Background: an optimization exercise with open tools, aiming at small area. Do not read the settings as production practice. At most, simulation tests tie the RTL to the original design; equivalence was not proved. For runs 3 and 4, only the layout was checked, not whether the RTL still works. Power figures rest on the tool's default switching activity, not on a simulated workload.

<file path="config.mk">
export PLATFORM = sky130hd
export DESIGN_NAME = hart
export DESIGN_NICKNAME = hart
export VERILOG_FILES = /design/flow/design.v
export SDC_FILE = /design/flow/constraint.sdc
export NUM_CORES = 8
export LEC_CHECK = 0
export ABC_AREA = 1
export CAP_MARGIN = 20
export CORE_MARGIN = 2
export CORE_UTILIZATION = 40
export SETUP_SLACK_MARGIN = 0.5
export SLEW_MARGIN = 20
</file>
<file path="constraint.sdc">
create_clock -name core_clock -period 13.0 [get_ports {i_clk}]
set_input_delay 2.6000 -clock core_clock [delete_from_list [all_inputs] [get_ports {i_clk}]]
set_output_delay 2.6000 -clock core_clock [all_outputs]
set_load 0.01 [all_outputs]
</file>
<file path="design.v">
module hart #(
    parameter RESET_ADDR = 32'h00000000
) (
    input  wire        i_clk,
    input  wire        i_rst,
    output wire [31:0] o_imem_raddr,
    input  wire [31:0] i_imem_rdata,
    output wire [31:0] o_dmem_addr,
    output wire        o_dmem_ren,
    output wire        o_dmem_wen,
    output wire [31:0] o_dmem_wdata,
    output wire [ 3:0] o_dmem_mask,
    input  wire [31:0] i_dmem_rdata,
    output wire        o_retire_valid,
    output wire [31:0] o_retire_inst,
    output wire        o_retire_trap,
    output wire        o_retire_halt,
    output wire [ 4:0] o_retire_rs1_raddr,
    output wire [ 4:0] o_retire_rs2_raddr,
    output wire [31:0] o_retire_rs1_rdata,
    output wire [31:0] o_retire_rs2_rdata,
    output wire [ 4:0] o_retire_rd_waddr,
    output wire [31:0] o_retire_rd_wdata,
    output wire [31:0] o_retire_pc,
    output wire [31:0] o_retire_next_pc
);
    localparam [2:0] S_CLR  = 3'd0,    
                     S_FST  = 3'd1,    
                     S_MAIN = 3'd2,
                     S_X0   = 3'd3,
                     S_X1   = 3'd4,
                     S_X2   = 3'd5,
                     S_F    = 3'd6;
    localparam [2:0] P_RS2  = 3'd7;    
    reg  [4:0] t;
    reg  [2:0] st;
    wire       t0  = (t == 5'd0);
    wire       t31 = (t == 5'd31);
    wire [31:0] inst = i_imem_rdata;
    wire [6:0]  opc  = inst[6:0];
    wire [2:0]  f3   = inst[14:12];
    wire [6:0]  f7   = inst[31:25];
    wire [4:0]  rd   = inst[11:7];
    wire [4:0]  rs1  = inst[19:15];
    wire [4:0]  rs2  = inst[24:20];
    wire op_lui   = (opc == 7'b0110111);
    wire op_auipc = (opc == 7'b0010111);
    wire op_jal   = (opc == 7'b1101111);
    wire op_jalr  = (opc == 7'b1100111);
    wire op_br    = (opc == 7'b1100011);
    wire op_load  = (opc == 7'b0000011);
    wire op_store = (opc == 7'b0100011);
    wire op_imm   = (opc == 7'b0010011);
    wire op_reg   = (opc == 7'b0110011);
    wire f7_zero  = (f7 == 7'b0000000);
    wire f7_alt   = (f7 == 7'b0100000);
    wire is_lui   = op_lui;
    wire is_auipc = op_auipc;
    wire is_jal   = op_jal;
    wire is_jalr  = op_jalr & (f3 == 3'b000);
    wire is_br    = op_br & (f3[2:1] != 2'b01);
    wire is_load  = op_load & (f3[1:0] != 2'b11) & ~(f3[2] & f3[1]);
    wire is_store = op_store & ~f3[2] & (f3[1:0] != 2'b11);
    wire is_opi   = op_imm & ((f3[1:0] != 2'b01) | (f3 == 3'b001 & f7_zero) |
                              (f3 == 3'b101 & (f7_zero | f7_alt)));
    wire is_opr   = op_reg & (f7_zero | (f7_alt & (f3 == 3'b000 | f3 == 3'b101)));
    wire is_ebrk  = (inst == 32'h00100073);
    wire is_alu   = is_opi | is_opr;
    wire legal    = is_lui | is_auipc | is_jal | is_jalr | is_br | is_load |
                    is_store | is_alu | is_ebrk;
    wire is_shift = is_alu & (f3[1:0] == 2'b01);
    wire is_slt   = is_alu & (f3[2:1] == 2'b01);
    wire sh_right = f3[2];
    wire sh_arith = inst[30];
    wire is_sub   = is_opr & (f3 == 3'b000) & inst[30];
    wire use_rs1  = ~(is_lui | is_auipc | is_jal);
    wire use_rs2  = is_opr | is_store | is_br;
    wire wr_rd    = is_alu | is_load | is_lui | is_auipc | is_jal | is_jalr;
    wire [2:0] ep = (st == S_FST) ? (use_rs2 ? P_RS2 : S_MAIN) : st;
    wire p_clr  = (st == S_CLR);
    wire p_rs2  = (ep == P_RS2);
    wire p_main = (ep == S_MAIN);
    wire p_x0   = (ep == S_X0);
    wire p_x1   = (ep == S_X1);
    wire p_x2   = (ep == S_X2);
    wire p_f    = (ep == S_F);
    wire p_sh   = p_x0 | p_x1 | p_x2;
    wire fin = (p_main & ~(is_slt | is_shift | is_load | is_store | is_br)) |
               (p_x0 & (is_slt | is_load | is_br)) |
               (p_x2 & sh_right) |
               p_f;
    reg  [31:0] op1, op2, res, npc;
    reg  [29:0] pc;
    wire        op1_in, op2_in, res_in, npc_in;
    wire [31:0] rf_lsb;
    wire        rf_bit = rf_lsb[p_rs2 ? rs2 : rs1];
    wire        we_rd;
    wire        wbit = ~p_clr & res_in;
    assign rf_lsb[0] = 1'b0;
    genvar r;
    generate
        for (r = 1; r < 32; r = r + 1) begin : g_rf
            reg  [31:0] q;
            wire we = p_clr | (we_rd & (rd == r));
            always @(posedge i_clk)
                q <= {we ? wbit : q[0], q[31:1]};
            assign rf_lsb[r] = q[0];
        end
    endgenerate
    reg imm_t;
    always @(*) begin
        imm_t = inst[31];
        if (op_lui | op_auipc) begin                  
            imm_t = (t < 5'd12) ? 1'b0 : inst[t];
        end else if (op_jal) begin                    
            if (t == 5'd0)       imm_t = 1'b0;
            else if (t <= 5'd10) imm_t = inst[20 + t];
            else if (t == 5'd11) imm_t = inst[20];
            else if (t <= 5'd19) imm_t = inst[t];
            else                 imm_t = inst[31];
        end else if (op_br) begin                     
            if (t == 5'd0)       imm_t = 1'b0;
            else if (t <= 5'd4)  imm_t = inst[7 + t];
            else if (t <= 5'd10) imm_t = inst[20 + t];
            else if (t == 5'd11) imm_t = inst[7];
            else                 imm_t = inst[31];
        end else if (op_store) begin                  
            if (t <= 5'd4)       imm_t = inst[7 + t];
            else if (t <= 5'd10) imm_t = inst[20 + t];
            else                 imm_t = inst[31];
        end else begin                                
            if (t <= 5'd10)      imm_t = inst[20 + t];
            else                 imm_t = inst[31];
        end
    end
    wire four_t = (t == 5'd2);
    reg  c;           
    reg  tk;          
    reg  aux;         
    reg  off0, off1;  
    reg  [1:0] dg;    
    reg  nc;          
    wire a_alu = is_lui ? 1'b0 : (is_auipc | is_jal | is_jalr) ? npc[0] : rf_bit;
    wire b_alu = (is_jal | is_jalr) ? four_t :
                 is_shift           ? 1'b0 :
                 (is_opr | is_br)   ? op2[0] : imm_t;
    wire binv  = is_sub | is_slt | is_br;
    wire bb    = b_alu ^ binv;
    wire cin   = t0 ? binv : c;
    wire sum   = a_alu ^ bb ^ cin;
    wire cout  = (a_alu & bb) | (a_alu & cin) | (bb & cin);
    reg  alu_out;
    always @(*) begin
        alu_out = sum;
        if (is_alu)
            case (f3)
                3'b100:  alu_out = a_alu ^ b_alu;
                3'b110:  alu_out = a_alu | b_alu;
                3'b111:  alu_out = a_alu & b_alu;
                default: alu_out = sum;
            endcase
    end
    wire cmp_signed = is_br ? ~f3[1] : ~f3[0];
    wire lt     = ~cout ^ (cmp_signed & (a_alu ^ b_alu));
    wire eq_all = tk & ~(a_alu ^ b_alu);
    wire taken  = f3[2] ? (lt ^ f3[0]) : (eq_all ^ f3[0]);
    wire [4:0] shamt = is_opr ? op2[5:1] : rs2;
    wire [1:0] dg_next = p_main ? shamt[1:0] : p_x0 ? shamt[3:2] : {1'b0, shamt[4]};
    reg sh_bit;
    always @(*) begin
        sh_bit = res[0];
        if (sh_right) begin
            if (p_x0)
                case (dg)
                    2'd1: sh_bit = (t <= 5'd30) ? res[1] : (sh_arith & aux);
                    2'd2: sh_bit = (t <= 5'd29) ? res[2] : (sh_arith & aux);
                    2'd3: sh_bit = (t <= 5'd28) ? res[3] : (sh_arith & aux);
                    default: sh_bit = res[0];
                endcase
            else if (p_x1)
                case (dg)
                    2'd1: sh_bit = (t <= 5'd27) ? res[4]  : (sh_arith & aux);
                    2'd2: sh_bit = (t <= 5'd23) ? res[8]  : (sh_arith & aux);
                    2'd3: sh_bit = (t <= 5'd19) ? res[12] : (sh_arith & aux);
                    default: sh_bit = res[0];
                endcase
            else
                sh_bit = dg[0] ? ((t <= 5'd15) ? res[16] : (sh_arith & aux)) : res[0];
        end else begin
            if (p_x0)
                case (dg)
                    2'd1: sh_bit = (t >= 5'd1) & op1[31];
                    2'd2: sh_bit = (t >= 5'd2) & op1[30];
                    2'd3: sh_bit = (t >= 5'd3) & op1[29];
                    default: sh_bit = res[0];
                endcase
            else if (p_x1)
                case (dg)
                    2'd1: sh_bit = (t >= 5'd4)  & op1[28];
                    2'd2: sh_bit = (t >= 5'd8)  & op1[24];
                    2'd3: sh_bit = (t >= 5'd12) & op1[20];
                    default: sh_bit = res[0];
                endcase
            else
                sh_bit = dg[0] ? ((t >= 5'd16) & op1[16]) : res[0];
        end
    end
    wire mis = (f3[1:0] == 2'b01 & off0) | (f3[1:0] == 2'b10 & (off0 | off1));
    wire mem_trap = (is_load | is_store) & mis;
    reg  ld_tap, st_tap;
    always @(*) begin
        case ({off1, off0})
            2'd0: begin ld_tap = res[0];  st_tap = op2[0];  end
            2'd1: begin ld_tap = res[8];  st_tap = op2[24]; end
            2'd2: begin ld_tap = res[16]; st_tap = op2[16]; end
            default: begin ld_tap = res[24]; st_tap = op2[8]; end
        endcase
    end
    wire ld_in  = f3[1] | (f3[0] ? ~t[4] : (t[4:3] == 2'b00));
    wire ld_bit = ld_in ? ld_tap : (~f3[2] & aux);
    wire st_bit = (t[4:3] == 2'b00) ? op2[0] : st_tap;
    assign res_in = p_main ? alu_out :
                    p_x0 ? (is_slt ? (t0 & c) : is_load ? ld_bit : sh_bit) :
                    (p_x1 | p_x2) ? sh_bit :
                    res[0];
    assign op1_in = p_main ? (is_store ? st_bit : (use_rs1 & rf_bit)) :
                    p_f ? rf_bit :
                    (p_sh & is_shift & ~sh_right) ? res[0] :
                    op1[0];
    assign op2_in = p_rs2 ? rf_bit : (use_rs2 & op2[0]);
    wire redir = is_jal | is_jalr | (is_br & tk);
    wire a_n   = is_jalr ? rf_bit : npc[0];
    wire b_n   = redir ? imm_t : four_t;
    wire cin_n = ~t0 & nc;
    wire sum_n = a_n ^ b_n ^ cin_n;
    wire cout_n = (a_n & b_n) | (a_n & cin_n) | (b_n & cin_n);
    wire [31:0] reset_addr = RESET_ADDR;
    assign npc_in = p_clr ? reset_addr[t] :
                    fin ? (sum_n & ~(t0 & is_jalr)) :
                    npc[0];
    assign we_rd = fin & wr_rd & ~mem_trap;
    wire ld_cap = t31 & p_main & is_load;
    always @(posedge i_clk) begin
        op1 <= {op1_in, op1[31:1]};
        op2 <= {op2_in, op2[31:1]};
        npc <= {npc_in, npc[31:1]};
        res <= ld_cap ? i_dmem_rdata : {res_in, res[31:1]};
        c   <= (t31 & p_main) ? lt : cout;
        nc  <= cout_n;
        if (p_main)
            tk <= t31 ? taken : ((t0 | tk) & ~(a_alu ^ b_alu));
        if (p_main)
            aux <= rf_bit;
        else if (p_x0 & is_load & ld_in)
            aux <= ld_tap;
        if (p_main & t0)
            off0 <= alu_out;
        if (p_main & (t == 5'd1))
            off1 <= alu_out;
        if (t31 & (p_main | p_x0 | p_x1))
            dg <= dg_next;
        if (t31 & (fin | p_clr))
            pc <= {npc_in, npc[31:3]};
    end
    always @(posedge i_clk) begin
        if (i_rst) begin
            t  <= 5'd0;
            st <= S_CLR;
        end else begin
            t <= t + 5'd1;
            if (t31) begin
                if (p_clr | fin)
                    st <= S_FST;
                else if (p_rs2)
                    st <= S_MAIN;
                else if (p_main)
                    st <= is_store ? S_F : S_X0;
                else if (p_x0)
                    st <= S_X1;
                else if (p_x1)
                    st <= S_X2;
                else
                    st <= S_F;
            end
        end
    end
    assign o_imem_raddr       = {pc, 2'b00};
    assign o_retire_pc        = {pc, 2'b00};
    assign o_retire_inst      = inst;
    assign o_retire_valid     = t31 & fin & ~p_clr;
    assign o_retire_trap      = ~legal | mem_trap | (redir & npc[2]);
    assign o_retire_halt      = is_ebrk;
    assign o_retire_rs1_raddr = use_rs1 ? rs1 : 5'd0;
    assign o_retire_rs2_raddr = use_rs2 ? rs2 : 5'd0;
    assign o_retire_rd_waddr  = wr_rd ? rd : 5'd0;
    assign o_retire_rs1_rdata = {op1_in, op1[31:1]};
    assign o_retire_rs2_rdata = {op2_in, op2[31:1]};
    assign o_retire_rd_wdata  = {res_in, res[31:1]};
    assign o_retire_next_pc   = {npc_in, npc[31:1]};
    assign o_dmem_addr  = {res_in, res[31:3], 2'b00};
    assign o_dmem_wdata = {op1_in, op1[31:1]};
    assign o_dmem_ren   = t31 & p_main & is_load & ~mis;
    assign o_dmem_wen   = t31 & p_main & is_store & ~mis;
    assign o_dmem_mask  = (f3[1:0] == 2'b00) ? (4'b0001 << {off1, off0}) :
                          (f3[1:0] == 2'b01) ? (off1 ? 4'b1100 : 4'b0011) :
                                               4'b1111;
endmodule
`default_nettype wire
</file>
<file path="flow/run.sh">
#!/bin/bash
# Standard ORFS layout, with the port buffers made of the smallest buffer
# and a clock tree without dummy loads.
export BUFFER_PORTS_ARGS="-buffer_cell sky130_fd_sc_hd__buf_1"
export CTS_ARGS="-sink_clustering_enable -repair_clock_nets -buf_list sky130_fd_sc_hd__clkbuf_16 -dont_use_dummy_load -sink_clustering_size 32 -sink_clustering_max_diameter 60"
bash standard.sh > standard.log 2>&1
</file>
<file path="standard.sh">
#!/bin/bash
# synth_recipe.tcl (not shown) runs the flow's synth.tcl, then flattens the netlist and writes it again
# the make line also repeats each setting of config.mk as NAME=value (left out here)
make -C /OpenROAD-flow-scripts/flow DESIGN_CONFIG=/design/flow/config.mk WORK_HOME=/design/flow/orfs CLKGATE_MAP_FILE= SYNTH_SCRIPT=/design/flow/synth_recipe.tcl "${@:-finish}"
</file>
==> results.txt, run 1 <==
- WP data arrival: approximately 7 ns
- Initial antenna violation count: 4
- RSZ-0062 raised after global routing: no
- Top post-synthesis cells by area: dfxtp_1 (75%), buf_4 (6.6%), edfxtp_1 (3.6%), nand2_1 (2.6%), nor2_1 (1.6%)
- Hold-fix buffers, CTS: 0
- Total Power: 5.503 mW
- Sum Neg Setup Slack: 0 ns
- Post-CTS setup buffer count: 0
- Register-to-Register Path Depth: 25
- Final worst slack: 3.448 ns
- Critical Path Source Type: input port
- Synth unique cells: between 50 and 60
- Buffers on Ports: 371
- H-tree Lvls: 2
- Hold Slack: 0.2568 ns
- CP Class: in -> out
- Synth Flop Type: dfxtp_1
- Die Y: 278.5 microns
- Placed cell area: 0.03067 sq mm
- Clock power share: 32.2%
- Synthesized area per cell: 13.03 sq um
- Ys async rst share: 0%
- Commonest non-fill, non-tap cell in the layout: dfxtp_1
- Synth area leader: dfxtp_1
- R2R setup slack: 7.86 ns
- Mapped Cells: around 2300
- Combinational power share: 2.4%
- Gp weighted congestion: 0.8769
- Vias/cell: roughly 4.4
- Final wirelength: just over 60000 microns
- RR Startpoint: t[0]
- Core Footprint: 0.07457 sq mm
- Die Wd: 278.5 microns
- Reg power frac: between 60% and 70%
- Insertion delay to the later sink of the worst-skew pair: 0.66 ns
- Final period utilization: 73.48%
- CTS tree: built
- Final setup viols: 0
- Layout cells sized above 1: 5.330%
- Clk sink count: 1166
- Sequential area share after synthesis: 78.64%
- Clock buffer depth: 3
- Vias in the first global route: ~15000
- R2r endpoint: g_rf[31].q[31]
- Critical Path End: o_dmem_addr[31]
- Initial DRC Count: 952
- Total CTS buffers: 58
- Antenna-violating nets left: 0
- First-pass GRT wire length: approximately 90000 microns
- Worst Setup End Kind: output port
- Drt pass-1 iters: 7
- Grt ovf: 0
- Peak supply drop: 97.99 uV
- Synthesis-to-finish area growth: 6.592%
- DIE AREA: 0.07757 sq mm
- Routed via count: about 15000
- FF+latch count, synth: 1166
- Pleak: 12.76 nW
- MaxCap Viol Count: 0
- Switching share of power: 19.74%
- Final Instance Area: 0.03213 sq mm
- Ys Warns: 1
- Largest net degree at the start of global routing: 42
- Top-area cell type share of the netlist area: 75.05%
- IO Count: 378
- Slew Limit Fails: 0
- Min-delay worst type: reg -> reg
- Detailed-route DRC error count: 0
- Clock transition at path regs: 0.10 ns
- Outcome: finished clean
- Net Switching: about 1.1 mW
- Relative slew slack: between 20% and 30%
- Worst path required time: 10.40 ns
- Clock Skew: approximately 0.12 ns
- FP Rows: 100
- Fmax: 104.7 MHz
- Initial Util: 40.42%
- Crit path from: i_imem_rdata[11]
- Overall routing resource usage: 15.66%
- Routed WL per cell: 18.02 microns
- Mapped Area: 0.03014 sq mm
- PwrDens: 171.3 mW/mm^2
- Crit path max fanout: 33
- Hpwl dp: 45090 microns
- Commonest cells after routing, fill and taps aside: dfxtp_1 (1130), buf_1 (371), nand2_1 (208), nor2_1 (128), inv_1 (118)
- EDFF count, synth: 36
- Least-Margin Pin Slew: 1.055 ns
- Pre-CTS WS: around 3.5 ns
- Post_cts resized: 0
- Min Tclk post-route: 9.552 ns
- Final Hold Vio Count: 0
- Cell internal pwr: 4.416 mW
- Final Net Count: 2536
- Clk root buf: clkbuf_16
## worst max-delay path, cell delays in order
cell and delay, ns:
buf_1 0.07, buf_4 0.31, clkinv_1 0.74, o211ai_1 0.44
nand4_1 0.13, a21oi_1 0.20, nand4_1 0.11, nand3b_1 0.11
nand3_1 0.08, nand2_1 0.07, inv_1 0.04, nand2_1 0.06
nand2_1 0.10, nand2_1 0.08, nand2_1 0.08, nand2_1 0.11
nand2_1 0.06, nand2_1 0.08, fa_1 0.42, mux2i_1 0.22
nand2_1 0.11, nand2_1 0.08, buf_4 0.37, buf_1 0.20
## Yosys cell counts, drive strengths merged (2+ instances only)
library cell / instances
nor4: 3
inv: 127
o21a: 5
o31ai: 2
nor3: 28
nand3b: 10
clkbuf: 14
dfxtp: 1130
o22ai: 4
ha: 8
o21ai: 72
clkinv: 3
edfxtp: 36
o2111ai: 2
fa: 2
nand4: 42
buf: 281
nor2: 132
nand2: 224
mux2: 24
a31oi: 6
a21oi: 37
a22oi: 4
nand3: 90
o211ai: 18
## final cells by class
type                    instances  area (sq um)
multi-input cells             728          3831
clock buffers                  58          1451
fillers                      6804         42440
inverters                     130         493.0
flip-flops and latches       1166         23700
diodes                          3         7.507
well taps                     969          1212
repair buffers                376          1430
## kinds of logic after synthesis
group	after synthesis	share of synthesized area (%)
and+or+nand+nor	530	8.198
muxes	25	0.9299
adders and majority gates	10	0.4649
xor gates and xnor gates	1	0.02906
other	1	0.01244
buffers and inverters	425	8.721
DFF	1166	78.64
AOI/OAI and AO/OA	156	3.005
## per-layer routing
metal  GRT usage [%]  wire length, microns  up-vias
met4           6.231                  2189        2
li1                -                     -     7356
met1           20.72                 27990     7277
met3           2.384                  3087      110
met5               0                    13        -
met2           25.82                 28510      491
## through the flow
stage | instances | utilization (%)
floorplan | 2319 | -
global placement | 3369 | 41.13
detailed placement | 3369 | 41.13
CTS | 3427 | 43.07
global route | 3428 | 43.08
finish | 3430 | 43.08
## worst min-delay path by stage
| stage | startpoint | endpoint | slack, ns | cells past startpoint |
|---|---|---|---|---|
| 5_1_grt | g_rf[16].q[17] | g_rf[16].q[16] | 0.26 | 0 |
| 3_3_place_gp | g_rf[19].q[18] | g_rf[19].q[17] | 0.31 | 0 |
| 2_1_floorplan | g_rf[10].q[1] | g_rf[10].q[0] | 0.31 | 0 |
| 3_5_place_dp | g_rf[26].q[30] | g_rf[26].q[29] | 0.31 | 0 |
| 4_1_cts | g_rf[14].q[22] | g_rf[14].q[21] | 0.26 | 0 |
| 6_report | g_rf[14].q[20] | g_rf[14].q[19] | 0.26 | 0 |
## power by group through the flow
stage,Sequential [mW],Clock (mW),Combinational (mW)
floorplan,3.68,0,0.0913
global placement,3.68,0,0.133
detailed placement,3.68,0,0.132
CTS,3.60,1.84,0.132
global route,3.60,1.97,0.146
finish,3.60,1.77,0.132
## sequential cells by signal (all words and copies together), names as in the netlist, 2 cells and up
| name | cells |
|---|---|
| g_rf.q | 992 |
| pc | 30 |
| op2 | 32 |
| t | 5 |
| res | 32 |
| npc | 32 |
| dg | 2 |
| op1 | 32 |
| st | 3 |
==> run 2, diff against run 1 <==
==> flow/run.sh (replaced) <==
#!/bin/bash
# Standard ORFS layout, with the port buffers made of the smallest buffer
# and a clock tree without dummy loads.
export BUFFER_PORTS_ARGS="-buffer_cell sky130_fd_sc_hd__buf_1"
export CTS_ARGS="-sink_clustering_enable -repair_clock_nets -buf_list sky130_fd_sc_hd__clkbuf_8 -dont_use_dummy_load -sink_clustering_size 18 -sink_clustering_max_diameter 60"
bash standard.sh > standard.log 2>&1
==> results.txt, run 2 <==
- Commonest cells after routing, fill and taps aside: dfxtp_1 (1130), buf_1 (371), nand2_1 (208), nor2_1 (128), inv_1 (118) (unchanged)
- Clk sink count: 1166 (unchanged)
- Pleak: 12.62 nW (was 12.76 nW)
- Layout cells sized above 1: 6.207% (was 5.330%)
- Worst Setup End Kind: output port (unchanged)
- Ys Warns: 1 (unchanged)
- Min Tclk post-route: 9.548 ns (was 9.552 ns)
- Commonest non-fill, non-tap cell in the layout: dfxtp_1 (unchanged)
- Number of flip-flops in the largest register: 992 (unchanged)
- RSZ-0062 raised after global routing: no (unchanged)
- Core Util, Final: 42.63% (was 43.08%)
- Clock Skew: 0.1165 ns (was 0.1150 ns)
- Vias in the first global route: 15000 (was 14860)
- Largest family of logic cells by synthesized area: buffers and inverters (unchanged)
- Top-area cell type share of the netlist area: 75.05% (unchanged)
- WHS Path Cells: 0 (unchanged)
- Fmax: 104.7 MHz (about the same)
- Detailed-route DRC error count: 0 (unchanged)
- Synth area leader: dfxtp_1 (unchanged)
- Post_cts resized: 0 (unchanged)
- Min-delay worst type: reg -> reg (unchanged)
- H-tree Lvls: 3 (was 2)
- Post-synthesis mux area share: 0.9298% (unchanged)
- RR Startpoint: t[0] (unchanged)
- Fillcell total: 6868 (was 6804)
- Hold-fix buffers, CTS: 0 (unchanged)
- CP Class: in -> out (unchanged)
- Placed cell count: 3369 (unchanged)
- Worst path required time: 10.40 ns (about the same)
- Sequential area share after synthesis: 78.64% (unchanged)
- Synth unique cells: 51 (unchanged)
- Final period utilization: 73.44% (was 73.48%)
- Hpwl dp: 45090 microns (unchanged)
- Mapped Cells: 2314 (unchanged)
- PwrDens: 165.5 mW/mm^2 (was 171.3 mW/mm^2)
- Vias/cell: 4.424 (was 4.442)
- Adder-Cell Fraction of Synth Area: 0.4649% (unchanged)
- Critical Path Source Type: input port (unchanged)
- Insertion delay to the later sink of the worst-skew pair: 0.71 ns (was 0.66 ns)
- Synth Area in Compound Gates: 3.005% (unchanged)
- Register-to-Register Path Depth: 25 (unchanged)
- Outcome: finished clean (unchanged)
- Hold EP: g_rf[27].q[21] (was g_rf[14].q[19])
- Relative slew slack: 32.59% (was 29.28%)
- Final wirelength: 62470 microns (was 61790 microns)
- Sum Neg Setup Slack: 0 ns (unchanged)
- Synthesized area per cell: 13.03 sq um (unchanged)
- Core Footprint: 0.07457 sq mm (unchanged)
- CTS tree: built (unchanged)
- R2r endpoint: g_rf[31].q[31] (unchanged)
- EDFF count, synth: 36 (unchanged)
- Buffers on Ports: 371 (unchanged)
- Largest net degree at the start of global routing: 42 (unchanged)
- Most flops, register: g_rf.q (unchanged)
- Overall routing resource usage: 15.91% (was 15.66%)
- Synth top cells by count: dfxtp_1 (1130), buf_4 (263), nand2_1 (209), nor2_1 (128), inv_1 (119) (unchanged)
- DIE AREA: 0.07757 sq mm (unchanged)
- Post-CTS setup buffer count: 0 (unchanged)
- Hold Crit Start: g_rf[27].q[22] (was g_rf[14].q[20])
- Synth Flop Type: dfxtp_1 (unchanged)
- Mapped Area: 0.03014 sq mm (unchanged)
- Ys async rst share: 0% (unchanged)
- Least-Margin Pin Slew: 1.006 ns (was 1.055 ns)
- Peak supply drop: 79.53 uV (was 97.99 uV)
- Routed via count: 15270 (was 15240)
- FF+latch count, synth: 1166 (unchanged)
- Total CTS buffers: 81 (was 58)
- WP data arrival: 6.95 ns (about the same)
- Grt ovf: 0 (unchanged)
- Drt pass-1 iters: 5 (was 7)
- First-pass GRT wire length: 93090 microns (was 92000 microns)
- Synthesis-to-finish area growth: 5.467% (was 6.592%)
- IO Count: 378 (unchanged)
- Initial DRC Count: 944 (was 952)
- Final Hold Vio Count: 0 (unchanged)
- Post-Synth XOR/XNOR Area: 0.02906% (unchanged)
- Clock buffer depth: 3 (unchanged)
- Top post-synthesis cells by area: dfxtp_1 (75%), buf_4 (6.6%), edfxtp_1 (3.6%), nand2_1 (2.6%), nor2_1 (1.6%) (unchanged)
- MaxCap Viol Count: 0 (unchanged)
- Clk root buf: clkbuf_8 (was clkbuf_16)
- Antenna-violating nets left: 0 (unchanged)
- Synth Area in Simple Gates: 8.198% (unchanged)
- Die Wd: 278.5 microns (unchanged)
- Clock transition at path regs: 0.10 ns (about the same)
- Final cell count without fillers: 3452 (was 3430)
- Final setup viols: 0 (unchanged)
- Slew Limit Fails: 0 (unchanged)
- Crit path max fanout: 33 (unchanged)
- Routed WL per cell: 18.10 microns (was 18.02 microns)
- Initial Util: 40.42% (unchanged)
- Die Y: 278.5 microns (unchanged)
- FP Rows: 100 (unchanged)
- R2R setup slack: 7.91 ns (was 7.86 ns)
- Final Net Count: 2559 (was 2536)
- Top-count cell post-synth: dfxtp_1 (unchanged)
- Initial antenna violation count: 4 (unchanged)
- Gp weighted congestion: 0.8769 (unchanged)
==> run 2: changes by cell type in the layout (fill, tap and decap cells not counted) <==
| cell | before | now |
|---|---|---|
| clkbuf_8 | 0 | 81 |
| clkbuf_16 | 58 | 0 |
| diode_2 | 3 | 2 |
==> run 2: cells by family (layout without fill, tap and decap cells) <==
group | Yosys count | after routing
AO/OA/AOI/OAI | 156 | 156
XOR/XNOR | 1 | 1
adder cells (fa/ha/maj) | 10 | 10
buffers and inverters | 425 | 587
flip-flops | 1166 | 1166
multiplexers | 25 | 25
other | 1 | 8
AND/OR/NAND/NOR | 530 | 530
==> run 2: critical path, stage by stage <==
cell and delay [ns]:
buf_1 0.07, buf_4 0.31, clkinv_1 0.75, o211ai_1 0.45, nand4_1 0.13, a21oi_1 0.19
nand4_1 0.10, nand3b_1 0.11, nand3_1 0.08, nand2_1 0.07, inv_1 0.04, nand2_1 0.06
nand2_1 0.10, nand2_1 0.08, nand2_1 0.07, nand2_1 0.11, nand2_1 0.06, nand2_1 0.08
fa_1 0.42, mux2i_1 0.22, nand2_1 0.11, nand2_1 0.08, buf_4 0.38, buf_1 0.20
==> run 2: final cells by class <==
type	count	area, sq um	area share, %
multi-input cells	728	3831	12.05
well taps	969	1212	3.814
flip-flops and latches	1166	23700	74.56
clock buffers	81	1115	3.507
diodes	2	5.005	0.01574
repair buffers	376	1430	4.499
inverters	130	493.0	1.551
==> run 2: metrics by stage <==
step           instance area, sq um  worst slack, ns  power, mW  hold slack (ns)
2_1_floorplan                 30160            4.805      3.767           0.3096
3_3_place_gp                  30670            3.478      3.813           0.3099
3_5_place_dp                  30670            3.507      3.812           0.3121
4_1_cts                       31780            3.496      5.341           0.2709
5_1_grt                       31790            2.986      5.486           0.2803
6_report                      31790            3.452      5.261           0.2785
==> run 2: where the power goes <==
group	total [mW]	internal [mW]	switching, mW
logic	0.132	0.0357	0.0967
clock network	1.53	0.560	0.972
registers	3.60	3.59	0.00685
total	5.26	4.19	1.08
==> run 2: how the worst max path moves through the flow <==
stage / startpoint / endpoint / slack, ns / cells past startpoint
floorplan: i_imem_rdata[14] / o_dmem_addr[31] / 4.80 / 27
global placement: i_imem_rdata[11] / o_dmem_addr[31] / 3.48 / 24
detailed placement: i_imem_rdata[11] / o_dmem_addr[31] / 3.51 / 24
CTS: i_imem_rdata[11] / o_dmem_addr[31] / 3.50 / 24
global route: i_imem_rdata[14] / o_dmem_addr[31] / 2.99 / 25
finish: i_imem_rdata[11] / o_dmem_addr[31] / 3.45 / 24
==> run 2: per-layer routing <==
metal / global-route usage (%) / up-vias / wire, microns
met5: 0 / - / 13
met3: 3.056 / 127 / 3414
li1: - / 7383 / -
met2: 26.28 / 486 / 28940
met1: 20.86 / 7275 / 28030
met4: 5.638 / 2 / 2061
==> run 3, diff against run 2 <==
--- a/design.v
+++ b/design.v
@@ -99,10 +99,19 @@
     assign rf_lsb[0] = 1'b0;
+    wire [3:0] dhi;
+    wire [7:0] dlo;
     genvar r;
     generate
+        for (r = 0; r < 4; r = r + 1) begin : g_dhi
+            assign dhi[r] = p_clr | (rd[4:3] == r);
+        end
+        for (r = 0; r < 8; r = r + 1) begin : g_dlo
+            assign dlo[r] = p_clr | (we_rd & (rd[2:0] == r));
+        end
         for (r = 1; r < 32; r = r + 1) begin : g_rf
-            reg  [31:0] q;
-            wire we = p_clr | (we_rd & (rd == r));
-            always @(posedge i_clk)
-                q <= {we ? wbit : q[0], q[31:1]};
-            assign rf_lsb[r] = q[0];
+            rf_ring u_ring (
+                .clk  (i_clk),
+                .sel_n(~(dhi[r >> 3] & dlo[r & 7])),
+                .w    (wbit),
+                .q0   (rf_lsb[r])
+            );
         end
@@ -308 +317,12 @@
 `default_nettype wire
+module rf_ring (
+    input  wire clk,
+    input  wire sel_n,
+    input  wire w,
+    output wire q0
+);
+    reg [31:0] q;
+    always @(posedge clk)
+        q <= {sel_n ? q[0] : w, q[31:1]};
+    assign q0 = q[0];
+endmodule
--- a/config.mk
+++ b/config.mk
@@ -13 +13,3 @@
 export SLEW_MARGIN = 20
+export SYNTH_HIERARCHICAL = 1
+export SYNTH_MINIMUM_KEEP_SIZE = 0
==> results.txt, run 3 <==
- RSZ-0062 raised after global routing: no (unchanged)
- Synthesis-to-finish area growth: 5.790% (was 5.467%)
- Worst Setup End Kind: output port (unchanged)
- Commonest cells after routing, fill and taps aside: dfxtp_1 (1130), buf_1 (371), nand2_1 (281), inv_1 (130), nor2_1 (90) (was dfxtp_1 (1130), buf_1 (371), nand2_1 (208), nor2_1 (128), inv_1 (118))
- FF+latch count, synth: 1166 (unchanged)
- Ys async rst share: 0% (unchanged)
- MaxCap Viol Count: 0 (unchanged)
- Fillcell total: 6891 (was 6868)
- Final worst slack: 3.348 ns (was 3.452 ns)
- Total Power: 5.274 mW (was 5.261 mW)
- Hpwl dp: 48020 microns (was 45090 microns)
- Sequential area share after synthesis: 79.08% (was 78.64%)
- Clock Skew: 0.08563 ns (was 0.1165 ns)
- Critical path's slowest cell: buf_1 (was clkinv_1)
- Die Y: 277.7 microns (was 278.5 microns)
- Die Wd: 277.7 microns (was 278.5 microns)
- Largest net degree at the start of global routing: 48 (was 42)
- Top post-synthesis cells by area: dfxtp_1 (75%), buf_4 (6.5%), edfxtp_1 (3.6%), nand2_1 (3.5%), inv_1 (1.6%) (was dfxtp_1 (75%), buf_4 (6.6%), edfxtp_1 (3.6%), nand2_1 (2.6%), nor2_1 (1.6%))
- Commonest non-fill, non-tap cell in the layout: dfxtp_1 (unchanged)
- Synthesized area per cell: 13.05 sq um (was 13.03 sq um)
- Antenna-violating nets left: 0 (unchanged)
- Relative slew slack: 35.85% (was 32.59%)
- Register Area: 0.02370 sq mm (unchanged)
- Outcome: finished clean (unchanged)
- CTS tree: built (unchanged)
- Pleak: 12.74 nW (was 12.62 nW)
- Critical path's most frequent cell: nand2_1 (unchanged)
- Placed cell count: 3364 (was 3369)
- Post_cts resized: 0 (unchanged)
- EDFF count, synth: 36 (unchanged)
- Routed WL per cell: 18.84 microns (was 18.10 microns)
- Slew Limit Fails: 0 (unchanged)
- Clk sink count: 1166 (unchanged)
- Mapped Area: 0.02997 sq mm (was 0.03014 sq mm)
- Placed cell area: 0.03059 sq mm (was 0.03067 sq mm)
- PwrDens: 166.3 mW/mm^2 (was 165.5 mW/mm^2)
- Layout cells sized above 1: 6.866% (was 6.207%)
- Final Instance Area: 0.03171 sq mm (was 0.03179 sq mm)
- FP Rows: 100 (unchanged)
- Pre-CTS WS: 3.349 ns (was 3.507 ns)
- Worst path required time: 10.40 ns (about the same)
- Crit path largest cell delay: 0.61 ns (was 0.75 ns)
- Most flops, register: g_rf.u_ring.q (was g_rf.q)
- Multi-input gate area: 0.003685 sq mm (was 0.003831 sq mm)
- Final wirelength: 64950 microns (was 62470 microns)
- Clock buffer depth: 3 (unchanged)
- Core Footprint: 0.07432 sq mm (was 0.07457 sq mm)
- Synth unique cells: 49 (was 51)
- IO Count: 378 (unchanged)
- Top-count cell post-synth: dfxtp_1 (unchanged)
- H-tree Lvls: 3 (unchanged)
- Fmax: 103.6 MHz (was 104.7 MHz)
- Total CTS buffers: 81 (unchanged)
- Detailed-route DRC error count: 0 (unchanged)
- Least-Margin Pin Slew: 0.9522 ns (was 1.006 ns)
- Gp weighted congestion: 0.9272 (was 0.8769)
- Number of flip-flops in the largest register: 992 (unchanged)
- Synth Flop Type: dfxtp_1 (unchanged)
- Crit path max fanout: 14 (was 33)
- Vias in the first global route: 14650 (was 15000)
- Synth top cells by count: dfxtp_1 (1130), nand2_1 (281), buf_4 (259), inv_1 (131), nor2_1 (90) (was dfxtp_1 (1130), buf_4 (263), nand2_1 (209), nor2_1 (128), inv_1 (119))
- Initial DRC Count: 960 (was 944)
- Hold-fix buffers, CTS: 0 (unchanged)
- Insertion delay to the later sink of the worst-skew pair: 0.68 ns (was 0.71 ns)
- Synth area leader: dfxtp_1 (unchanged)
- Drt pass-1 iters: 5 (unchanged)
- Min-delay worst type: reg -> reg (unchanged)
- Peak supply drop: 103.9 uV (was 79.53 uV)
- Final Net Count: 2554 (was 2559)
- Clk root buf: clkbuf_8 (unchanged)
- Min Tclk post-route: 9.652 ns (was 9.548 ns)
- Vias/cell: 4.374 (was 4.424)
- Overall routing resource usage: 16.51% (was 15.91%)
- Grt ovf: 0 (unchanged)
- Initial antenna violation count: 3 (was 4)
- First-pass GRT wire length: 94540 microns (was 93090 microns)
- Routed via count: 15080 (was 15270)
- Final period utilization: 74.25% (was 73.44%)
- Top-area cell type share of the netlist area: 75.47% (was 75.05%)
- Clock transition at path regs: 0.10 ns (about the same)
- Buffers on Ports: 371 (unchanged)
- Initial Util: 40.33% (was 40.42%)
- Final cell count without fillers: 3448 (was 3452)
- Final Hold Vio Count: 0 (unchanged)
- Sum Neg Setup Slack: 0 ns (unchanged)
- Mapped Cells: 2296 (was 2314)
- Hold Slack: 0.2697 ns (was 0.2785 ns)
- DIE AREA: 0.07714 sq mm (was 0.07757 sq mm)
- CP Class: in -> out (unchanged)
- Core Util, Final: 42.66% (was 42.63%)
- Post-CTS setup buffer count: 0 (unchanged)
- Ys Warns: 8 (was 1)
- WP data arrival: 7.05 ns (was 6.95 ns)
- Critical Path Source Type: input port (unchanged)
- Final setup viols: 0 (unchanged)
[run 3: layout make-up]
type                       instances  share of cell area [%]
multi-input combinational        707                   11.62
inverter                         144                   1.705
antenna                            3                 0.02368
clock buffer                      81                   3.516
tap                              969                   3.824
timing repair buffer             378                   4.558
sequential                      1166                   74.75
[run 3: per-module statistics from Yosys, one instance, submodules excluded]
module   flip-flops and latches  cells inside
hart                        174          1180
rf_ring                      32            36
[run 3: critical path: cells and delay by family]
kind	cells	cell delay [ns]
AOI/OAI and AO/OA	3	0.45
muxes	1	0.30
and+or+nand+nor	15	2.17
buffers and inverters	6	1.19
adders and majority gates	1	0.32
[run 3: path summary, 6_finish.rpt]
path / to / cells after the start / slack, ns / from
hold reg to reg: g_rf[30].u_ring.q[30] / 0 / 0.27 / g_rf[30].u_ring.q[31]
setup reg to reg: g_rf[22].u_ring.q[31] / 23 / 8.21 / t[4]
hold / removal: g_rf[30].u_ring.q[30] / 0 / 0.27 / g_rf[30].u_ring.q[31]
setup / recovery: o_dmem_addr[31] / 26 / 3.35 / i_imem_rdata[14]
[run 3: logic make-up after synthesis]
family	Yosys count	share of synthesized area, %
flip-flops	1166	79.08
AND/OR/NAND/NOR	507	7.397
buffers and inverters	428	8.700
AO/OA/AOI/OAI	155	3.269
multiplexers	28	1.044
adder cells (fa/ha/maj)	10	0.4676
other	1	0.01251
XOR/XNOR	1	0.02923
[run 3: report_power, final]
part | internal [mW] | switching, mW
Clock | 0.560 | 0.985
Combinational | 0.0363 | 0.0964
Sequential | 3.59 | 0.00591
[run 3: per-layer routing]
layer / routed length (microns) / global-route usage (%) / vias to the layer above
met2: 29850 / 26.99 / 507
met5: 12 / 0 / -
met3: 3385 / 3.318 / 146
met4: 3540 / 8.940 / 2
met1: 28160 / 20.55 / 7160
li1: - / - / 7265
==> run 4, diff against run 3 <==
--- a/design.v
+++ b/design.v
@@ -99,47 +99,24 @@
     assign rf_lsb[0] = 1'b0;
-    wire [3:0] dhi;
-    wire [7:0] dlo;
     genvar r;
     generate
-        for (r = 0; r < 4; r = r + 1) begin : g_dhi
-            assign dhi[r] = p_clr | (rd[4:3] == r);
-        end
-        for (r = 0; r < 8; r = r + 1) begin : g_dlo
-            assign dlo[r] = p_clr | (we_rd & (rd[2:0] == r));
-        end
         for (r = 1; r < 32; r = r + 1) begin : g_rf
-            rf_ring u_ring (
-                .clk  (i_clk),
-                .sel_n(~(dhi[r >> 3] & dlo[r & 7])),
-                .w    (wbit),
-                .q0   (rf_lsb[r])
-            );
+            reg  [31:0] q;
+            wire we = p_clr | (we_rd & (rd == r));
+            always @(posedge i_clk)
+                q <= {we ? wbit : q[0], q[31:1]};
+            assign rf_lsb[r] = q[0];
         end
     endgenerate
-    reg imm_t;
-    always @(*) begin
-        imm_t = inst[31];
-        if (op_lui | op_auipc) begin                  
-            imm_t = (t < 5'd12) ? 1'b0 : inst[t];
-        end else if (op_jal) begin                    
-            if (t == 5'd0)       imm_t = 1'b0;
-            else if (t <= 5'd10) imm_t = inst[20 + t];
-            else if (t == 5'd11) imm_t = inst[20];
-            else if (t <= 5'd19) imm_t = inst[t];
-            else                 imm_t = inst[31];
-        end else if (op_br) begin                     
-            if (t == 5'd0)       imm_t = 1'b0;
-            else if (t <= 5'd4)  imm_t = inst[7 + t];
-            else if (t <= 5'd10) imm_t = inst[20 + t];
-            else if (t == 5'd11) imm_t = inst[7];
-            else                 imm_t = inst[31];
-        end else if (op_store) begin                  
-            if (t <= 5'd4)       imm_t = inst[7 + t];
-            else if (t <= 5'd10) imm_t = inst[20 + t];
-            else                 imm_t = inst[31];
-        end else begin                                
-            if (t <= 5'd10)      imm_t = inst[20 + t];
-            else                 imm_t = inst[31];
-        end
-    end
+    wire [31:0] mv = {inst[31:12], inst[31:20]};
+    wire m = mv[t];
+    wire [7:0] lv = {3'b000, inst[11:7]};
+    wire l = lv[t[2:0]];
+    wire ge12 = (t >= 5'd12);
+    wire le4  = (t <= 5'd4);
+    wire t11  = (t == 5'd11);
+    wire tz   = (t == 5'd0);
+    wire imm_t = f_u ? (ge12 & m) :
+                   f_j ? (tz ? 1'b0 : t11 ? inst[20] : t[4] & (t[3] | t[2]) ? inst[31] : m) :
+                   (f_s | f_b) ? ((f_b & tz) ? 1'b0 : le4 ? l : (f_b & t11) ? inst[7] : ge12 ? inst[31] : m) :
+                   (ge12 ? inst[31] : m);
     wire four_t = (t == 5'd2);
@@ -317,12 +294 @@
 `default_nettype wire
-module rf_ring (
-    input  wire clk,
-    input  wire sel_n,
-    input  wire w,
-    output wire q0
-);
-    reg [31:0] q;
-    always @(posedge clk)
-        q <= {sel_n ? q[0] : w, q[31:1]};
-    assign q0 = q[0];
-endmodule
--- a/config.mk
+++ b/config.mk
@@ -13,3 +13 @@
 export SLEW_MARGIN = 20
-export SYNTH_HIERARCHICAL = 1
-export SYNTH_MINIMUM_KEEP_SIZE = 0
==> results.txt, run 4 <==
- Outcome: finished clean (unchanged)
- Hold-fix buffers, CTS: 0 (unchanged)
- Clk root buf: clkbuf_8 (unchanged)
- Commonest non-fill, non-tap cell in the layout: dfxtp_1 (unchanged)
- Worst Setup End Kind: output port (unchanged)
- Ys async rst share: 0% (unchanged)
- Buffers on Ports: 371 (unchanged)
- Hpwl dp: 41930 microns (was 48020 microns)
- Clk sink count: 1166 (unchanged)
- Top post-synthesis cells by area: dfxtp_1 (76%), buf_4 (6.5%), edfxtp_1 (3.6%), nand2_1 (2.2%), inv_1 (2.0%) (was dfxtp_1 (75%), buf_4 (6.5%), edfxtp_1 (3.6%), nand2_1 (3.5%), inv_1 (1.6%))
- First-pass GRT wire length: 87690 microns (was 94540 microns)
- FF+latch count, synth: 1166 (unchanged)
- Initial DRC Count: 902 (was 960)
- Final Hold Vio Count: 0 (unchanged)
- Antenna-violating nets left: 0 (unchanged)
- Largest net degree at the start of global routing: 36 (was 48)
- Vias/cell: 4.273 (was 4.374)
- DIE AREA: 0.07701 sq mm (was 0.07714 sq mm)
- H-tree Lvls: 3 (unchanged)
- Clock buffer depth: 3 (unchanged)
- Peak supply drop: 102.2 uV (was 103.9 uV)
- Die Wd: 277.5 microns (was 277.7 microns)
- Synth unique cells: 51 (was 49)
- Top-count cell post-synth: dfxtp_1 (unchanged)
- Pleak: 12.42 nW (was 12.74 nW)
- Vias in the first global route: 14520 (was 14650)
- Mapped Cells: 2259 (was 2296)
- Insertion delay to the later sink of the worst-skew pair: 0.68 ns (about the same)
- Sequential area share after synthesis: 79.21% (was 79.08%)
- Final wirelength: 57870 microns (was 64950 microns)
- Synthesized area per cell: 13.25 sq um (was 13.05 sq um)
- Initial antenna violation count: 1 (was 3)
- Commonest cells after routing, fill and taps aside: dfxtp_1 (1130), buf_1 (371), nand2_1 (172), inv_1 (160), nor2_1 (118) (was dfxtp_1 (1130), buf_1 (371), nand2_1 (281), inv_1 (130), nor2_1 (90))
- Final setup viols: 0 (unchanged)
- Number of flip-flops in the largest register: 992 (unchanged)
- Clock transition at path regs: 0.10 ns (about the same)
- CTS tree: built (unchanged)
- Drt pass-1 iters: 5 (unchanged)
- Fmax: 101.9 MHz (was 103.6 MHz)
- Final Net Count: 2511 (was 2554)
- Post-CTS setup buffer count: 0 (unchanged)
- Post_cts resized: 0 (unchanged)
- Fillcell total: 6875 (was 6891)
- Synthesis-to-finish area growth: 5.428% (was 5.790%)
- MaxCap Viol Count: 0 (unchanged)
- Critical Path Source Type: input port (unchanged)
- Total Power: 5.217 mW (was 5.274 mW)
- Overall routing resource usage: 14.87% (was 16.51%)
- Die Y: 277.5 microns (was 277.7 microns)
- Mapped Area: 0.02992 sq mm (was 0.02997 sq mm)
- FP Rows: 100 (unchanged)
- Min Tclk post-route: 9.809 ns (was 9.652 ns)
- Least-Margin Pin Slew: 1.020 ns (was 0.9522 ns)
- Core Footprint: 0.07420 sq mm (was 0.07432 sq mm)
- Crit path max fanout: 31 (was 14)
- Clock Skew: 0.07617 ns (was 0.08563 ns)
- Final period utilization: 75.45% (was 74.25%)
- Detailed-route DRC error count: 0 (unchanged)
- Gp weighted congestion: 0.8702 (was 0.9272)
- WHS Path Cells: 0 (unchanged)
- Synth Flop Type: dfxtp_1 (unchanged)
- CP Class: in -> out (unchanged)
- PwrDens: 165.4 mW/mm^2 (was 166.3 mW/mm^2)
- RSZ-0062 raised after global routing: no (unchanged)
- Layout cells sized above 1: 6.700% (was 6.866%)
- Worst path required time: 10.40 ns (about the same)
- Synth top cells by count: dfxtp_1 (1130), buf_4 (259), nand2_1 (172), inv_1 (162), nor2_1 (119) (was dfxtp_1 (1130), nand2_1 (281), buf_4 (259), inv_1 (131), nor2_1 (90))
- Top-area cell type share of the netlist area: 75.60% (was 75.47%)
- Sum Neg Setup Slack: 0 ns (unchanged)
- Total CTS buffers: 79 (was 81)
- Initial Util: 40.33% (about the same)
- Synth area leader: dfxtp_1 (unchanged)
- Grt ovf: 0 (unchanged)
- Relative slew slack: 31.59% (was 35.85%)
- Slew Limit Fails: 0 (unchanged)
- Routed via count: 14540 (was 15080)
- EDFF count, synth: 36 (unchanged)
- WP data arrival: 7.21 ns (was 7.05 ns)
- IO Count: 378 (unchanged)
- Most flops, register: g_rf.q (was g_rf.u_ring.q)
- Register-to-Register Path Depth: 22 (was 23)
- Ys Warns: 9 (was 8)
- Min-delay worst type: reg -> reg (unchanged)
- Routed WL per cell: 17.00 microns (was 18.84 microns)
[run 4: cell count changes after synthesis, sizes merged, moves of 2 or more]
cell,delta
o21ai,-31
nand3b,+30
inv,+27
nor2,+31
nor3,-9
nand2,-111
nand3,+21
o211ai,-7
a21oi,+9
nor4,+2
mux2i,-2
mux2,+5
a31oi,-6
[run 4: path summary, 6_finish.rpt]
path / end / from / slack [ns]
setup / recovery: o_dmem_addr[31] / i_imem_rdata[14] / 3.19
hold / removal: g_rf[27].q[19] / g_rf[27].q[20] / 0.27
setup reg to reg: g_rf[16].q[31] / st[0] / 8.48
hold reg to reg: g_rf[27].q[19] / g_rf[27].q[20] / 0.27
[run 4: routing by layer]
metal | part of all wire [%] | up-vias | track usage (%)
met4 | 3.4 | 0 | 5.825
met5 | 0 | - | 0
met3 | 4.6 | 107 | 3.049
met1 | 48 | 6898 | 20.24
met2 | 44 | 435 | 23.25
li1 | - | 7104 | -
[run 4: critical path, cell delays in order]
cell and delay, ns:
buf_1 0.46, inv_2 0.18, nand2_1 0.15, nand3_2 0.18, nand2_2 0.15, inv_2 0.05, nand3_4 0.10, nand4_2 0.24
o21ai_2 0.50, nand3_1 0.19, nand3_1 0.13, nand3_1 0.09, nand3_1 0.11, nand3_1 0.10, nand2_1 0.19, inv_2 0.04
ha_1 0.32, inv_1 0.10, o22ai_1 0.08, a211oi_1 0.26, a21oi_1 0.11, nand2_1 0.08, buf_4 0.33, nand2_1 0.25
buf_1 0.19
[run 4: through the flow]
| step | utilization [%] | worst slack [ns] | hold slack (ns) | area, sq um | instances |
|---|---|---|---|---|---|
| after detailed placement | 41.05 | 3.133 | 0.3121 | 30450 | 3323 |
| after CTS | 42.51 | 3.123 | 0.2500 | 31540 | 3402 |
| after global routing | 42.52 | 2.663 | 0.2681 | 31550 | 3404 |
| final | 42.52 | 3.191 | 0.2709 | 31550 | 3404 |
| after floorplan | - | 4.906 | 0.3096 | 29940 | 2264 |
| after global placement | 41.05 | 3.291 | 0.3096 | 30450 | 3323 |
[run 4: area by class of cell]
type,count,area (sq um),area share (%)
diodes,2,5.005,0.01586
repair buffers,376,1430,4.533
well taps,969,1212,3.843
inverters,172,645.6,2.047
multi-input cells,640,3463,10.98
clock buffers,79,1087,3.447
flip-flops and latches,1166,23700,75.14
[run 4: cell families (layout without fill, tap and decap cells)]
| logic type | Yosys count | in the layout | synth area share, % |
|---|---|---|---|
| flops | 1166 | 1166 | 79.21 |
| simple gates | 470 | 470 | 7.464 |
| buf+inv | 458 | 627 | 9.283 |
| compound gates | 121 | 121 | 2.333 |
| mux | 31 | 31 | 1.167 |
| fa+ha+maj | 10 | 10 | 0.4683 |
| xor+xnor | 2 | 2 | 0.05855 |
| other cells | 1 | 8 | 0.01253 |
[run 4: where the power goes]
group / switching (mW) / internal (mW) / leakage, nW
registers: 0.00745 / 3.59 / 9.41
clock network: 0.967 / 0.547 / 0.568
logic: 0.0732 / 0.0298 / 2.44
total: 1.05 / 4.17 / 12.4
==> run 5, diff against run 4 <==
--- a/design.v
+++ b/design.v
@@ -109,2 +109,6 @@
     endgenerate
+    wire f_u = op_lui | op_auipc;
+    wire f_j = op_jal;
+    wire f_b = op_br;
+    wire f_s = op_store;
     wire [31:0] mv = {inst[31:12], inst[31:20]};
==> results.txt, run 5 <==
- Detailed-route DRC error count: 0 (unchanged)
- Hold EP: g_rf[31].q[19] (was g_rf[27].q[19])
- Top post-synthesis cells by area: dfxtp_1 (76%), buf_4 (6.5%), nand2_1 (3.6%), edfxtp_1 (3.6%), inv_1 (1.9%) (was dfxtp_1 (76%), buf_4 (6.5%), edfxtp_1 (3.6%), nand2_1 (2.2%), inv_1 (2.0%))
- Insertion delay to the later sink of the worst-skew pair: 0.70 ns (was 0.68 ns)
- Synthesized area per cell: 12.86 sq um (was 13.25 sq um)
- CP Class: in -> out (unchanged)
- Mapped Cells: 2323 (was 2259)
- WHS Path Cells: 0 (unchanged)
- Initial DRC Count: 725 (was 902)
- Final worst slack: 3.438 ns (was 3.191 ns)
- Grt ovf: 0 (unchanged)
- Register-to-Register Path Depth: 23 (was 22)
- EDFF count, synth: 36 (unchanged)
- Clock Skew: 0.07706 ns (was 0.07617 ns)
- Min-delay worst type: reg -> reg (unchanged)
- Core Footprint: 0.07420 sq mm (unchanged)
- Final Net Count: 2585 (was 2511)
- RR Startpoint: st[2] (was st[0])
- Buffers on Ports: 371 (unchanged)
- R2r endpoint: g_rf[2].q[31] (was g_rf[16].q[31])
- Critical path's slowest cell: buf_1 (was o21ai_2)
- Outcome: finished clean (unchanged)
- Pre-CTS WS: 3.502 ns (was 3.133 ns)
- Drt pass-1 iters: 7 (was 5)
- Final Hold Vio Count: 0 (unchanged)
- Slew Limit Fails: 0 (unchanged)
- Worst path required time: 10.40 ns (about the same)
- Most flops, register: g_rf.q (unchanged)
- Critical path, cell by cell: buf_1 -> nor2_1 -> nand2_2 -> nand3_1 -> nand3_2 -> nand4_4 -> nand4_1 -> nand2_1 -> nand2_1 -> nand2_1 -> nand3_1 -> nand3_1 -> nand3_1 -> nand3_1 -> nand3_1 -> nand2_1 -> fa_1 -> mux2i_1 -> nand2_1 -> nand2_1 -> buf_1
- Vias/cell: 4.343 (was 4.273)
- Number of flip-flops in the largest register: 992 (unchanged)
- Synth area leader: dfxtp_1 (unchanged)
- PwrDens: 166.8 mW/mm^2 (was 165.4 mW/mm^2)
- RSZ-0062 raised after global routing: no (unchanged)
- Final wirelength: 63240 microns (was 57870 microns)
- Post-CTS setup buffer count: 0 (unchanged)
- Clk sink count: 1166 (unchanged)
- MaxCap Viol Count: 0 (unchanged)
- Mapped Area: 0.02986 sq mm (was 0.02992 sq mm)
- Routed via count: 15100 (was 14540)
- Synth unique cells: 50 (was 51)
- R2R setup slack: 8.39 ns (was 8.48 ns)
- Critical Path Source Type: input port (unchanged)
- Overall routing resource usage: 16.27% (was 14.87%)
- Die Y: 277.2 microns (was 277.5 microns)
- Synth Flop Type: dfxtp_1 (unchanged)
- Relative slew slack: 29.69% (was 31.59%)
- Least-Margin Pin Slew: 1.045 ns (was 1.020 ns)
- DIE AREA: 0.07686 sq mm (was 0.07701 sq mm)
- Clock transition at path regs: 0.09 ns (was 0.10 ns)
- Commonest cells after routing, fill and taps aside: dfxtp_1 (1130), buf_1 (371), nand2_1 (290), inv_1 (152), nor2_1 (101) (was dfxtp_1 (1130), buf_1 (371), nand2_1 (172), inv_1 (160), nor2_1 (118))
- Commonest non-fill, non-tap cell in the layout: dfxtp_1 (unchanged)
- Final setup viols: 0 (unchanged)
- Total CTS buffers: 82 (was 79)
- Fillcell total: 6917 (was 6875)
- Gp weighted congestion: 1.016 (was 0.8702)
- Hpwl dp: 46090 microns (was 41930 microns)
- First-pass GRT wire length: 94030 microns (was 87690 microns)
- Ys async rst share: 0% (unchanged)
- Hold Slack: 0.2360 ns (was 0.2709 ns)
- Worst Setup End Kind: output port (unchanged)
- H-tree Lvls: 3 (unchanged)
- Ys Warns: 1 (was 9)
- Crit path largest cell delay: 0.63 ns (was 0.50 ns)
- Synthesis-to-finish area growth: 5.870% (was 5.428%)
- Clk root buf: clkbuf_8 (unchanged)
- Sum Neg Setup Slack: 0 ns (unchanged)
- Clock buffer depth: 3 (unchanged)
- FP Rows: 100 (unchanged)
- Hold-fix buffers, CTS: 0 (unchanged)
- Initial antenna violation count: 1 (unchanged)
- Peak supply drop: 84.38 uV (was 102.2 uV)
- Top-area cell type share of the netlist area: 75.75% (was 75.60%)
- CTS tree: built (unchanged)
- Pleak: 12.71 nW (was 12.42 nW)
- Vias in the first global route: 15000 (was 14520)
- Crit path max fanout: 14 (was 31)
- Die Wd: 277.2 microns (was 277.5 microns)
- Top-count cell post-synth: dfxtp_1 (unchanged)
- Routed WL per cell: 18.18 microns (was 17.00 microns)
- Fmax: 104.6 MHz (was 101.9 MHz)
- Hold Crit Start: g_rf[31].q[20] (was g_rf[27].q[20])
- Initial Util: 40.25% (was 40.33%)
- Min Tclk post-route: 9.562 ns (was 9.809 ns)
- FF+latch count, synth: 1166 (unchanged)
- WP data arrival: 6.96 ns (was 7.21 ns)
- Layout cells sized above 1: 5.584% (was 6.700%)
- Largest net degree at the start of global routing: 37 (was 36)
- Synth top cells by count: dfxtp_1 (1130), nand2_1 (290), buf_4 (259), inv_1 (153), nor2_1 (101) (was dfxtp_1 (1130), buf_4 (259), nand2_1 (172), inv_1 (162), nor2_1 (119))
- Sequential area share after synthesis: 79.37% (was 79.21%)
- IO Count: 378 (unchanged)
- Antenna-violating nets left: 0 (unchanged)
- Final period utilization: 73.55% (was 75.45%)
- Post_cts resized: 0 (unchanged)
==> run 5: through the flow <==
step / utilization (%) / area [sq um] / total power [mW] / instances
3_5_place_dp: 41.08 / 30480 / 3.800 / 3394
4_1_cts: 42.60 / 31610 / 5.347 / 3476
3_3_place_gp: 41.08 / 30480 / 3.801 / 3394
2_1_floorplan: - / 29880 / 3.756 / 2328
6_report: 42.61 / 31620 / 5.273 / 3478
5_1_grt: 42.60 / 31610 / 5.485 / 3476
==> run 5: cells by family (layout without fill, tap and decap cells) <==
logic type,count (synthesis),after routing,synth area share [%]
flops,1166,1166,79.37
fa+ha+maj,10,10,0.4693
other cells,1,8,0.01256
mux,1,1,0.03352
buf+inv,447,626,9.025
xor+xnor,1,1,0.02933
compound gates,140,140,2.950
simple gates,557,557,8.107
==> run 5: final cells by class <==
class                           count  area (sq um)  area share [%]
Sequential cell                  1166         23700           74.97
Multi-Input combinational cell    715          3483           11.02
Timing Repair Buffer              382          1475           4.666
Tap cell                          969          1212           3.835
Clock buffer                       82          1129           3.570
Inverter                          162         608.1           1.923
Antenna cell                        2         5.005         0.01583
==> run 5: worst max-delay path, delay by kind of cell <==
family                   cells  cell delay [ns]
buffers and inverters        2             0.98
adder cells (fa/ha/maj)      1             0.49
AND/OR/NAND/NOR             17             2.64
multiplexers                 1             0.24
==> run 5: how the worst max path moves through the flow <==
stage                startpoint                    end  slack (ns)
6_report       i_imem_rdata[12]  o_retire_rd_wdata[31]        3.44
5_1_grt        i_imem_rdata[12]  o_retire_rd_wdata[31]        2.98
4_1_cts         i_imem_rdata[1]  o_retire_rd_wdata[31]        3.49
3_5_place_dp    i_imem_rdata[1]  o_retire_rd_wdata[31]        3.50
3_3_place_gp   i_imem_rdata[12]  o_retire_rd_wdata[31]        3.47
2_1_floorplan  i_imem_rdata[13]        o_dmem_addr[31]        4.84
==> run 5: metal layers <==
metal	up-vias	wire [microns]	global-route usage (%)
li1	7306	-	-
met3	135	3305	3.619
met5	-	0	0
met2	486	28450	26.01
met1	7177	28150	20.70
met4	0	3334	8.403
==> run 5: report_power, final <==
part	switching (mW)	total, mW	internal [mW]
sequential	0.00700	3.60	3.59
combinational	0.0880	0.120	0.0325
clock	0.988	1.55	0.566
total	1.08	5.27	4.19

==> afterwards: timing with drivers on the ports <==
Ports are ideal in the flow. The routed layouts listed here were re-timed in OpenROAD.
Step 1 sets driving cells, clkbuf_16 on the clock port and buf_2 on the other inputs (assumed; they add their load-dependent delay and slew).
Step 2 moves the port delays by t, midway between the first and last clock arrival at a register: inputs arrive t later, outputs are due t later. That takes back most of the time a late clock gives input paths.
Three values: ideal, step 1, step 2; two values: the first two.
| run | t, ns | setup slack, ns | hold slack, ns | pins driven straight from the clock port |
|---|---|---|---|---|
| run 1 | 0.658 | 3.448 / 3.418 / 3.418 | 0.257 / 0.257 / 0.257 | 1 |
| run 2 | 0.706 | 3.452 / 3.423 / 3.423 | 0.279 / 0.279 / 0.279 | 1 |
| run 3 | 0.697 | 3.348 / 3.318 / 3.318 | 0.270 / 0.270 / 0.270 | 1 |
| run 4 | 0.701 | 3.191 / 3.168 / 3.168 | 0.271 / 0.271 / 0.271 | 1 |
| run 5 | 0.722 | 3.438 / 3.323 / 3.323 | 0.236 / 0.236 / 0.236 | 1 |
After both steps setup and hold are still met in every run listed. The setup slack of run 5, which loses most, moves by -0.115 ns with the drivers and by -0.115 ns with both steps.
